What follows belongs to an exercise in optimizing a design on an open flow for small area; a production flow would make more cautious choices.
Only simulation tests tie the RTL to the original design; equivalence was not proved.
Power figures rest on the tool's default switching activity, not on a simulated workload.

==> design.v <==
`timescale 1ns / 1ps
module alu(a,b,aluctrl,o_p,zero,shift_amt,flag,shift_ctrl);
input [31:0] a,b;
input [4:0] shift_amt;
input [3:0] aluctrl;
input shift_ctrl;
output reg [31:0]o_p;
output reg zero;
output reg flag;
always@(*)
begin
flag = 1'b0;
case(aluctrl)
default :begin
o_p = 32'b0;
zero = 1'b0;
end 
4'b0000 : begin
{flag,o_p} = a + b;
zero = (o_p==32'b0);
end
4'b0001 : begin
o_p = a-b;
zero = (o_p==32'b0);
end
4'b0010 : begin
o_p = a & b;
end
4'b0011 : begin
o_p = a | b;
end
4'b0100 : begin
if(shift_ctrl==1'b0)
begin
o_p = ($signed(b)>>>shift_amt);
end
else
begin
o_p = ($signed(b)>>>a);
end
end
4'b0101 : begin
o_p = ~(a | b);
end
4'b0110 : begin 
o_p = a^b;
end
4'b0111 : begin
if(shift_ctrl==1'b0)
begin
o_p = (b<<shift_amt);
end
else
begin
o_p = (b<<a);
end
end 
4'b1000 : begin
if(shift_ctrl==1'b0)
begin
o_p = (b>>shift_amt);
end
else
begin
o_p = (b>>a);
end
end
4'b1001 : begin
o_p = ($signed(a) > $signed(b));
end
4'b1010 : begin
o_p= ($signed(a) < $signed(b));
end
4'b1011 : begin
o_p= (a==b);
end
4'b1100 : begin
o_p= (a!=b);
end
4'b1101 : begin
o_p= (a<b);
end
4'b1110 : begin
o_p= ($signed(a) <= $signed(b));
end
endcase
if(o_p==32'b0)
begin
zero = 1'b1;
end
else
begin
zero=1'b0;
end
end
endmodule
`timescale 1ns / 1ps
module decode(instr,immi,rs,rt,rd,aluselect,regdest,memwrite,regwrite,memtoreg,branch,jump,aluctrl,shift,targ_addr,offset,shift_ctrl,immidiate);
input [31:0] instr;
output reg [31:0] immi;
output reg [4:0] rs,rt,rd;
output  reg [4:0] shift;
output reg  [25:0] targ_addr;
output  reg aluselect,regdest,memwrite,regwrite,memtoreg;
output  reg [3:0] aluctrl;
output  reg branch,jump;
output reg [15:0] offset;
output reg shift_ctrl,immidiate;
always@(instr)
begin
 rs = instr[25:21];
 rt =instr[20:16];
 rd =instr[15:11];
 shift=instr[10:6];
targ_addr=instr[25:0];
immi=32'h0000;
branch = 0;
jump=0;
aluselect=1'b0;
regdest=1'b0;
memwrite=0;
regwrite=0;
memtoreg=1'b0;
aluctrl=4'b0000;
immidiate=0;
shift_ctrl=0;
offset=instr[15:0];
if(instr[15]==1)
begin
 immi={16'hFFFF,instr[15:0]};
end
else if(instr[15]==0)
begin
immi={16'h0000,instr[15:0]};
end
if(instr[31:26]==6'b000000)   
begin
branch = 0;
jump=0;
aluselect=0;
regdest=1;
memwrite=0;
regwrite=1;
memtoreg=0;
if(instr[5:0]==6'b100000)	 
begin
aluctrl=4'b0000;
end
else if(instr[5:0]==6'b100010)  
begin
aluctrl=4'b0001;
end
else if(instr[5:0]==6'b101010)  
begin
aluctrl=4'b1010;
end
else if(instr[5:0]==6'b101011)  
begin
aluctrl=4'b1101;
end
else if(instr[5:0]==6'b100100)	 
begin
aluctrl = 4'b0010;
immidiate=1;
end
else if(instr[5:0]==6'b100101)	 
begin
aluctrl = 4'b0011;
immidiate=1;
end
else if(instr[5:0]==6'b100111)		 
begin
aluctrl = 4'b0101;
end
else if(instr[5:0]==6'b100110)		 
begin
aluctrl = 4'b0110;
immidiate=1;
end
else if(instr[5:0]==6'b000000)		 
begin
if(instr[10:6]==5'b00000)				
begin
shift_ctrl=1'b1;
end
aluctrl = 4'b0111;
end
else if(instr[5:0]==6'b000010)		 
begin
if(instr[10:6]==5'b00000)
begin
shift_ctrl=1'b1;
end
aluctrl = 4'b1000;
end
else if(instr[5:0]==6'b000011)		 
begin
if(instr[10:6]==5'b00000)
begin
shift_ctrl=1'b1;
end
aluctrl = 4'b0100;
end
end
else if (instr[31:26]==6'b001000)   
begin
branch=0;
jump=0;
aluctrl=4'b0000;
aluselect=1;
regdest=0;
memwrite=0;
regwrite=1;
memtoreg=0;
end
else if(instr[31:26]==6'b001100)  
begin
branch=0;
jump=0;
aluctrl=4'b0010;
aluselect=1;
regdest=0;
memwrite=0;
regwrite=1;
memtoreg=0;
immidiate=1;
end
else if(instr[31:26]==6'b001101)  
begin
branch=0;
jump=0;
aluctrl=4'b0011;
aluselect=1;
regdest=0;
memwrite=0;
regwrite=1;
memtoreg=0;
immidiate=1;
end
else if(instr[31:26]==6'b001110)  
begin
branch=0;
jump=0;
aluctrl=4'b0110;
aluselect=1;
regdest=0;
memwrite=0;
regwrite=1;
memtoreg=0;
immidiate=1;
end
else if(instr[31:26]==6'b001010)  
begin
branch=0;
jump=0;
aluctrl=4'b1010;
aluselect=1;
regdest=0;
memwrite=0;
regwrite=1;
memtoreg=0;
end
else if(instr[31:26]==6'b001011)  
begin
branch=0;
jump=0;
aluctrl=4'b1101;
aluselect=1;
regdest=0;
memwrite=0;
regwrite=1;
memtoreg=0;
immidiate=1;
end
else if(instr[31:26]==6'b100011)  
begin
branch=0;
jump=0;
aluctrl=4'b0000;
aluselect=1;
regdest=0;
memwrite=0;
regwrite=1;
memtoreg=1;
end
else if(instr[31:26]==6'b101011)  
begin
branch=0;
jump=0;
aluctrl=4'b0000;
aluselect=1;
regdest=0;
memwrite=1;
regwrite=0;
memtoreg=0;
end
else if(instr[31:26]==6'b000100)  
begin
branch=1;
jump=0;
aluctrl=4'b0001;
aluselect=0;
regdest=0;
memwrite=0;
regwrite=0;
memtoreg=0;
end
else if(instr[31:26]==6'b000101)  
begin
branch=1;
jump=0;
aluctrl=4'b1011;
aluselect=0;
regdest=0;
memwrite=0;
regwrite=0;
memtoreg=0;
end
else if(instr[31:26]==6'b000110)  
begin
branch=1;
jump=0;
aluselect=0;
regdest=0;
memwrite=0;
regwrite=0;
memtoreg=0;
aluctrl=4'b1001;
end
else if(instr[31:26]==6'b000111)  
begin
branch=1;
jump=0;
aluselect=0;
regdest=0;
memwrite=0;
regwrite=0;
memtoreg=0;
aluctrl=4'b1110;
end
else if(instr[31:26]==6'b000010)  
begin
branch=0;
jump=1;
aluctrl=4'b0000;
aluselect=0;
regdest=0;
memwrite=0;
regwrite=0;
memtoreg=0;
end
end
endmodule
`timescale 1ns / 1ps
module exe(clk,rst,o_p,instr,imem_addr,imem_data,dmem_addr,dmem_wdata,dmem_we,dmem_re,dmem_rdata);
input clk;
input rst;
output [31:0] instr;
output reg [31:0] o_p;
output [31:0] imem_addr;
input [31:0] imem_data;
output [31:0] dmem_addr;
output [31:0] dmem_wdata;
output dmem_we;
output dmem_re;
input [31:0] dmem_rdata;
  wire branch,jump,flag,zero;
 wire [31:0] immi;
 wire [4:0] rs,rt,rd;
  wire [4:0] shift;
 wire  [25:0] targ_addr;
  wire aluselect,regdest,memwrite,regwrite,memtoreg,shift_ctrl,immidiate;
  wire [3:0] aluctrl;
 wire [15:0] offset;
reg [4:0] Rd;
wire [31:0] A;
wire [31:0] o_p_alu,o_p_mem;
wire [31:0] reg_B;
reg [31:0] B;
reg [31:0] reg_file[1:31];    
reg [31:0] pc;
wire [29:0] PC_add;
wire [29:0] PC_jump;
reg [29:0] PC_1;
reg [29:0] PC_2;
reg [31:0] instr_out;
assign PC_jump = {pc[31:28],targ_addr[25:0]};
assign PC_add = pc[31:2] + 30'd1;
always@(*)
begin
if(branch == 1'b1 & zero == 1'b1)
begin
PC_1 = PC_add + {{14{offset[15]}},offset[15:0]}-1;
end
else
begin
PC_1 = PC_add;
end
end
always@(*)
begin
if(jump == 1'b1)
begin
PC_2 = PC_jump;
end
else
begin
PC_2 = PC_1;
end
end
always@(posedge clk)
begin
if(rst)
begin
instr_out <= 32'b0;
pc <= 32'b0;
end
else
begin
instr_out <= imem_data;
pc[31:0] <= {PC_2,{2{1'b0}}};
end
end
assign imem_addr = pc;
assign instr = instr_out;
decode modu(instr,immi,rs,rt,rd,aluselect,regdest,memwrite,regwrite,memtoreg,branch,jump,aluctrl,shift,targ_addr,offset,shift_ctrl,immidiate);
assign A = (rs == 5'd0) ? 32'b0 : reg_file[rs];
assign reg_B = (rt == 5'd0) ? 32'b0 : reg_file[rt];
always@(*)
begin
if(regdest==1)
begin
Rd=rd;
end
else
begin
Rd=rt;
end
if(aluselect==1)
begin
if(immidiate==0)
begin
B=immi;
end
else
begin
B={16'b0,offset};
end
end
else
begin
B=reg_B;
end
end
alu g1(A,B,aluctrl,o_p_alu,zero,shift,flag,shift_ctrl);
assign o_p_mem = dmem_rdata;
assign dmem_addr = o_p_alu;
assign dmem_wdata = reg_B;
assign dmem_we = memwrite & ~rst;
assign dmem_re = regwrite & memtoreg & ~rst;
always@(posedge clk)
begin
if(rst)
begin
o_p <= 32'b0;
end
else
begin
if(regwrite==1 && memtoreg==0)
begin
o_p <= o_p_alu;
end
if(regwrite==1 && memtoreg==1)
begin
o_p <= o_p_mem;
end
if(memwrite==1)
begin
o_p <= reg_B;
end
end
end
always@(posedge clk)
begin
if(!rst && regwrite==1 && Rd != 5'd0)
begin
if(memtoreg==0)
reg_file[Rd] <= o_p_alu;
else
reg_file[Rd] <= o_p_mem;
end
end
endmodule
==> run.sh <==
#!/bin/bash
# synth_recipe.tcl (not shown) runs the flow's synth.tcl, then flattens the netlist and writes it again
# the make line also repeats each setting of config.mk as NAME=value (left out here)
make -C /OpenROAD-flow-scripts/flow DESIGN_CONFIG=/design/flow/config.mk WORK_HOME=/design/flow/orfs CLKGATE_MAP_FILE= SYNTH_SCRIPT=/design/flow/synth_recipe.tcl finish
==> config.mk <==
export PLATFORM = sky130hd
export DESIGN_NAME = exe
export DESIGN_NICKNAME = exe
export VERILOG_FILES = /design/flow/design.v
export SDC_FILE = /design/flow/constraint.sdc
export NUM_CORES = 8
export LEC_CHECK = 0
export CAP_MARGIN = 20
export CORE_MARGIN = 2
export CORE_UTILIZATION = 40
export SETUP_SLACK_MARGIN = 0.3
export SLEW_MARGIN = 20
==> constraint.sdc <==
create_clock -name core_clock -period 8.5 [get_ports {clk}]
set_input_delay 1.7000 -clock core_clock [delete_from_list [all_inputs] [get_ports {clk}]]
set_output_delay 1.7000 -clock core_clock [all_outputs]
set_load 0.01 [all_outputs]
==> metrics.yaml <==
flow_run:
  maxCapViolCount: 0
timing:
  finalMaxSlewViolations: 0
  rsz0062_at_grt: "true"
  fin_skew_ns: 0.0583
  worstMarginPinSlew_ns: 1.17
  post-route-period-util_pct: 97.7
  fin_crit_ns: 8.31
  max-slew-margin-rel_pct: 21.8
  finalSetupTns_ns: 0
  fmax_mhz: 120
  setup_violations: 0
  final.setup.worst_slack_ns: 0.192
  hold_viol: 0
logic_synthesis:
  ys_async_sr_fraction_pct: 0
  ys_ff_latch: 1086
  synthesis.area_mm2: 0.0644
  synthFlopType: "edfxtp_1"
  postSynthAreaPerCell_um2: 12.6
  seq_area_frac_synth_pct: 49.2
  synth_cells: 5095
  yosysWarnings: 3
  synth-edff-count: 992
  ys_types: 114
finish:
  final_area_mm2: 0.0797
  final_util_pct: 49.8
  syn2layout_area_growth_pct: 23.8
  fillCellCount: 13900
  layout-drive-gt1-share_pct: 29.0
  finalNetCount: 6054
  final_common_cell: "edfxtp_1"
  stdcell_count: 8096
  final_cell_mix: "992 x edfxtp_1, 654 x buf_4, 379 x mux4_2, 361 x nor2_1, 313 x mux2i_1"
grt:
  grt_usage_pct: 36.8
  grt_max_degree: 46
  grt_pass1_wl_mm: 419
  antenna_found_initial: 14
  grt_remaining_overflow: 0
  grt_pass1_vias: 52100
worst_hold_path:
  hold_class: "reg2reg"
placed_design:
  hpwl_mm: 216
  gp_congestion: 1.00
  place_ws_ns: -0.196
  dp.cells: 7712
  port-buffer-count: 225
  dpl_cell_area_mm2: 0.0729
floorplanning:
  io_pins: 228
  die_y_um: 405
  core-area_mm2: 0.160
  dieArea_mm2: 0.164
  die-width_um: 405
  start_util_pct: 40.2
  rows: 147
setup_path:
  slowest_delay_ns: 0.50
  crit_arrival_ns: 6.61
  startpoint_type: "register"
  required_ns: 6.80
  critPathKind: "reg2out"
  cp_slowest_cell: "dfxtp_4"
  endpoint_kind: "output port"
  worst_path_most_repeated_cell: "buf_4"
  cp_max_fo: 15
routing:
  wl_met2_mm: 137
  wl_mm: 308
  wl_met3_mm: 34.3
  firstDrtPassIters: 8
  routed_via_density: 6.70
  drtIter0Drc: 7473
  drcViolationCount: 0
  routedWlPerCell_um: 38.1
  drtAntennaViolNets: 0
  vias: 54200
  met1Wirelength_mm: 111
  highest_layer: "met5"
pwr:
  leakagePower_uw: 0.0279
  ir_drop_uv: 185
  powerDensity_mw_per_mm2: 218
clock_tree:
  tritoncts: "done"
  tritoncts.num_buffers: 118
  clkSlewWorstSetupHoldPaths_ns: 0.07
  cts_hold_buf: 0
  clock_path_buffers: 3
  clock-sinks: 1086
  clock-root-buffer: "clkbuf_16"
  clk_latency_ns: 0.78
  cts_max_level: 3
outcome:
  status: "no timing/DRC/antenna violations"
-- metrics by stage --
step	hold slack, ns	total power [µW]
after floorplan	0.546	9180
after CTS	0.517	17100
after detailed placement	0.500	11800
after global routing	0.525	17800
after global placement	0.491	11800
final	0.514	17400
-- critical path: cells and delay by family, from the launching register on --
family	cells	cell delay, ns
xor+xnor	1	0.13
compound gates	12	2.29
simple gates	4	0.92
fa+ha+maj	1	0.30
flops	1	0.50
mux	1	0.08
buf+inv	9	1.59
-- kinds of logic after synthesis --
| kind of cell | count (synthesis) | synth area share [%] |
|---|---|---|
| AOI/OAI and AO/OA | 1205 | 13.3 |
| xor gates and xnor gates | 76 | 1.03 |
| adders and majority gates | 157 | 3.09 |
| buffers and inverters | 561 | 4.30 |
| DFF | 1086 | 49.2 |
| and+or+nand+nor | 1208 | 9.09 |
| other | 1 | 0.00582 |
| muxes | 801 | 20.0 |
-- layer usage --
layer / GRT usage [%] / up-vias
met1: 45.7 / 27400
met3: 8.80 / 1011
met4: 26.0 / 10
met2: 56.3 / 3999
li1: - / 21800
met5: 0 / -
-- Yosys cell counts (19+ instances only) --
| library cell | instances | area (µm²) |
|---|---|---|
| edfxtp_1 | 992 | 29800 |
| buf_6 | 49 | 552 |
| and2_1 | 28 | 175 |
| o31ai_1 | 32 | 240 |
| inv_1 | 169 | 634 |
| o211ai_1 | 49 | 368 |
| a21o_1 | 34 | 255 |
| nand2b_1 | 33 | 206 |
| a22oi_1 | 93 | 698 |
| buf_2 | 96 | 480 |
| buf_1 | 28 | 105 |
| mux2_2 | 79 | 890 |
| o22ai_1 | 59 | 369 |
| a22o_1 | 41 | 359 |
| nor3_1 | 110 | 551 |
| mux2_1 | 24 | 270 |
| a221oi_1 | 70 | 613 |
| mux4_2 | 379 | 8540 |
| o21ai_1 | 24 | 120 |
| nor2_1 | 398 | 1490 |
| o21bai_1 | 19 | 143 |
| buf_4 | 25 | 188 |
| mux2i_1 | 316 | 3160 |
| nand3_1 | 93 | 465 |
| o21ai_0 | 152 | 761 |
| and3_1 | 38 | 238 |
| a211oi_1 | 84 | 631 |
| xnor2_1 | 46 | 403 |
| xor2_1 | 30 | 263 |
| nand2_1 | 262 | 983 |
| a21oi_1 | 228 | 1140 |
| ha_1 | 154 | 1930 |
| or3_1 | 29 | 181 |
| nor4_1 | 24 | 150 |
| a31oi_1 | 48 | 300 |
| nand4_1 | 29 | 181 |
| o221ai_1 | 38 | 333 |
| nor2b_1 | 62 | 388 |
| clkbuf_1 | 169 | 634 |
| dfxtp_1 | 94 | 1880 |
| a221o_1 | 23 | 230 |
-- flip-flops by register name, summed over array words and instances (netlist names) --
signal / count
instr_out: 32
o_p: 32
pc: 30
reg_file: 992
-- area by class of cell --
| class | instances | area (µm²) | area share, % |
|---|---|---|---|
| Multi-Input combinational cell | 3450 | 31600 | 39.6 |
| Timing Repair Buffer | 988 | 9180 | 11.5 |
| Sequential cell | 1086 | 31700 | 39.8 |
| Tap cell | 2160 | 2700 | 3.39 |
| Clock buffer | 143 | 3090 | 3.87 |
| Clock inverter | 75 | 767 | 0.962 |
| Inverter | 187 | 702 | 0.880 |
| Antenna cell | 7 | 17.5 | 0.0220 |
-- timing repair --
item	4_1_cts	5_1_grt
pin swaps	68	66
resized for setup	227	104
endpoints found under the setup margin	45	32
gates cloned	5	4
setup buffers	97	52
-- final timing paths --
path / end / cells past startpoint / start / slack, ns
worst max-delay path: dmem_addr[31] / 28 / instr_out[18] / 0.19
worst max register to register: pc[27] / 33 / instr_out[18] / 0.77
worst min-delay path: o_p[3] / 2 / o_p[3] / 0.51
worst min register to register: o_p[3] / 2 / o_p[3] / 0.51
-- report_power, final --
part           switching [µW]  internal [µW]
sequential               69.3           6600
combinational            3530           1980
clock                    2250           2930

[re-timing with driven ports]
In the flow no input, the clock included, has a driving cell. The finished layout below was timed again as built, in two steps.
Step 1 sets driving cells, clkbuf_16 on the clock port and buf_2 on the other inputs (assumed; they add their load-dependent delay and slew).
Step 2 times the ports against the registers' clock, not the clock port: input delays grow and output delays shrink by t, the midpoint of the rising clock arrivals with the driver on.
a / b / c = no drivers / after step 1 / after step 2; a / b = the first two.
shift t [ns]: 0.838
setup slack, ns: 0.192 / 0.108 / 0.771
worst data-port slew with drivers (ns): 0.17
After both steps this run still meets setup and hold. The setup slack of this run moves by -0.084 ns with the drivers and by +0.579 ns with both steps.
